Background: an optimization exercise with open tools, aiming at small area, a short achievable clock period and few clock cycles per item. Do not read the settings as production practice. Power figures rest on the tool's default switching activity, not on a simulated workload.

==> module huffmandecode, before the edit <==
module huffmandecode(
clk,
huffrst,
code,
hufftable,
symaddr,
symdata,
huffdata,
hufflength,
hufffinish
    );
input clk,huffrst;
input[15:0] code;
input[8*16-1:0] hufftable;
output reg[7:0] symaddr;    
input[7:0] symdata;         
output reg[7:0] huffdata;
output [7:0] hufflength;
output reg hufffinish;
reg [7:0] g;         
reg [7:0] sc;        
reg [7:0] ca;        
reg [1:0] w;         
reg [3:0] n;         
reg       h;         
reg       one;       
reg       short;     
reg       fix;       
reg [4:0] hl;        
assign hufflength = {3'b000, hl};
wire [7:0] c1   = hufftable[7:0];
wire [7:0] c2   = hufftable[15:8];
wire       b1   = code[15];
wire       b2   = code[14];
wire       hit1 = (c1[7:1] != 7'd0) | (c1[0] & ~b1);
wire       g1   = b1 & ~c1[0];                            
wire       hit2 = (c2[7:2] != 6'd0) | (c2[1:0] > {g1, b2});
wire       big  = (c1[7:1] != 7'd0) | (c2[7:2] != 6'd0);
wire [1:0] a2   = c1[0] ? {b2, ~b2} : {b1, b2};           
function [8:0] first_entry(input [5:0] x);
    reg [2:0] c, b, g, s, a;
    reg       h1, h2;
    begin
        c = {1'b0, x[4:3]};           
        b = x[2:0];                   
        h1 = x[5] & ~b[2];            
        g = {2'b00, b[2] & ~x[5]};    
        g = {g[1:0], b[1]};           
        h2 = c > g;
        g = g - c;                    
        s = {2'b00, x[5]} + c;        
        a = s + {g[1:0], b[0]};       
        if (h1)      first_entry = {3'd0, b[2], 5'd0};
        else if (h2) first_entry = {2'd0, x[5] ? {b[1], ~b[1]} : b[2:1], 5'd0};
        else         first_entry = {1'b0, a, g[1:0], s};
    end
endfunction
function [64*9-1:0] first_table(input dummy);
    integer i;
    begin
        for (i = 0; i < 64; i = i + 1) first_table[9*i +: 9] = first_entry(i[5:0]);
    end
endfunction
localparam [64*9-1:0] FIRST = first_table(1'b0);
wire [8:0] first = FIRST[9*{c1[0], c2[1:0], code[15:13]} +: 9];
wire [3:0] a0   = first[8:5];
wire [1:0] g2   = first[4:3];
wire [2:0] sc2  = first[2:0];
wire [9:0] gn   = {1'b0, g, w[1]} - {2'b00, ca};    
wire       hit  = gn[9];                            
wire       dead = ~gn[9] & gn[8];                   
wire       nf   = ~short & ~h & ~hit & (dead | n == 4'd13);   
wire [7:0] scn  = sc + ca;                          
wire [127:0] tbl3 = {24'd0, hufftable[127:24]};
wire [7:0] fetch_c = tbl3[8*n +: 8];                
wire [15:0] code4 = {code[11:0], 4'd0};
wire       fetch_b = code4[15 - n];                 
always @(posedge clk) begin
    one   <= hit1;
    short <= hit1 | hit2;
    fix   <= big;
    if (~huffrst) begin
        g  <= {6'd0, g2};
        sc <= {5'd0, sc2};
        symaddr <= {4'd0, a0};
        ca <= hufftable[23:16];
        w  <= code[13:12];
    end else begin
        g  <= gn[7:0];
        sc <= scn;
        symaddr <= fix & (n == 4'd0) ? {6'd0, one ? {1'b0, b1} : a2} : scn + {gn[6:0], w[0]};
        ca <= fetch_c;
        w  <= {w[0], fetch_b};
    end
    if (~hufffinish & (h | nf)) begin
        huffdata <= h ? symdata : 8'hff;
        hl <= ~h ? 5'd0 : one ? 5'd1 : short ? 5'd2 : {1'b0, n} + 5'd2;
    end
end
always @(posedge clk or negedge huffrst) begin
    if (~huffrst) begin
        hufffinish <= 1'b0;
        h <= 1'b0;
        n <= 4'd0;
    end else begin
        if (h | nf)
            hufffinish <= 1'b1;
        h <= short ? ~fix | (n == 4'd1) : hit;
        n <= n + 4'd1;
    end
end
endmodule
clock: 11.0 ns
lec_check: 0
cap_margin: 20
core_margin: 2
core_utilization: 40
slew_margin: 20
tns_end_percent: 5
standard.sh (not shown) runs the stock make flow with config.mk's settings and CLKGATE_MAP_FILE= SYNTH_SCRIPT=/design/flow/synth_recipe.tcl, a recipe that flattens the netlist after the stock synthesis.
==> flow/flow/run.sh <==
#!/bin/bash
# Standard layout, with plain buffers on the ports and repair_timing aiming
# below the clock period (setup margin).
set -euo pipefail
export BUFFER_PORTS_ARGS="-buffer_cell sky130_fd_sc_hd__buf_1"
export SETUP_SLACK_MARGIN=7.8
bash standard.sh > standard.log 2>&1
Edit:
--- a/flow/design.v
+++ b/flow/design.v
@@ -27,5 +27,4 @@
 reg       one;       
 reg       short;     
-reg       fix;       
 reg [4:0] hl;        
 assign hufflength = {3'b000, hl};
@@ -37,7 +36,5 @@
 wire       g1   = b1 & ~c1[0];                            
 wire       hit2 = (c2[7:2] != 6'd0) | (c2[1:0] > {g1, b2});
-wire       big  = (c1[7:1] != 7'd0) | (c2[7:2] != 6'd0);
-wire [1:0] a2   = c1[0] ? {b2, ~b2} : {b1, b2};           
-function [8:0] first_entry(input [5:0] x);
+function [8:0] first_entry(input [7:0] x);
     reg [2:0] c, b, g, s, a;
     reg       h1, h2;
@@ -45,8 +42,8 @@
         c = {1'b0, x[4:3]};           
         b = x[2:0];                   
-        h1 = x[5] & ~b[2];            
+        h1 = x[7] | (x[5] & ~b[2]);   
         g = {2'b00, b[2] & ~x[5]};    
         g = {g[1:0], b[1]};           
-        h2 = c > g;
+        h2 = x[6] | (c > g);
         g = g - c;                    
         s = {2'b00, x[5]} + c;        
@@ -57,12 +54,12 @@
     end
 endfunction
-function [64*9-1:0] first_table(input dummy);
+function [256*9-1:0] first_table(input dummy);
     integer i;
     begin
-        for (i = 0; i < 64; i = i + 1) first_table[9*i +: 9] = first_entry(i[5:0]);
+        for (i = 0; i < 256; i = i + 1) first_table[9*i +: 9] = first_entry(i[7:0]);
     end
 endfunction
-localparam [64*9-1:0] FIRST = first_table(1'b0);
-wire [8:0] first = FIRST[9*{c1[0], c2[1:0], code[15:13]} +: 9];
+localparam [256*9-1:0] FIRST = first_table(1'b0);
+wire [8:0] first = FIRST[9*{c1[7:1] != 7'd0, c2[7:2] != 6'd0, c1[0], c2[1:0], code[15:13]} +: 9];
 wire [3:0] a0   = first[8:5];
 wire [1:0] g2   = first[4:3];
@@ -80,5 +77,4 @@
     one   <= hit1;
     short <= hit1 | hit2;
-    fix   <= big;
     if (~huffrst) begin
         g  <= {6'd0, g2};
@@ -90,5 +86,5 @@
         g  <= gn[7:0];
         sc <= scn;
-        symaddr <= fix & (n == 4'd0) ? {6'd0, one ? {1'b0, b1} : a2} : scn + {gn[6:0], w[0]};
+        symaddr <= scn + {gn[6:0], w[0]};
         ca <= fetch_c;
         w  <= {w[0], fetch_b};
@@ -107,5 +103,5 @@
         if (h | nf)
             hufffinish <= 1'b1;
-        h <= short ? ~fix | (n == 4'd1) : hit;
+        h <= short | hit;
         n <= n + 4'd1;
     end
- setup slack degrades by 0.19 ns
- cell area fell by about 1.4%
- hold slack stays flat
- power fell by about 6%
- sequential share of layout area stays flat
- synthesized area fell by about 2.3%
- core utilization rose by 1.4 points
- register-to-register slack degrades by 0.11 ns
No functional check of the RTL was part of any run of this note.

==> static timing again, ports no longer ideal <==
Ports are ideal in the flow. The routed layouts listed here were re-timed in OpenROAD.
Step 1 (the two cells are an assumption about what drives the block):
set clk [get_ports {clk}]
set_driving_cell -lib_cell sky130_fd_sc_hd__clkbuf_16 $clk
set_driving_cell -lib_cell sky130_fd_sc_hd__buf_2 [delete_from_list [all_inputs] $clk]
Step 2 moves the port delays by t, midway between the first and last clock arrival at a register: inputs arrive t later, outputs are due t later. That takes back most of the time a late clock gives input paths.
Slacks: no drivers / after step 1 / after step 2; pairs: no drivers / after step 1.
run	shift t [ns]	setup slack, ns	clock arrival spread, ns
the first run	0.346	7.785 / 7.794 / 7.449	0.010 / 0.011
the second run	0.343	7.592 / 7.556 / 7.213	0.012 / 0.012
After both steps setup and hold are still met in every run listed. The setup slack of the second run, which loses most, moves by -0.036 ns with the drivers and by -0.379 ns with both steps.
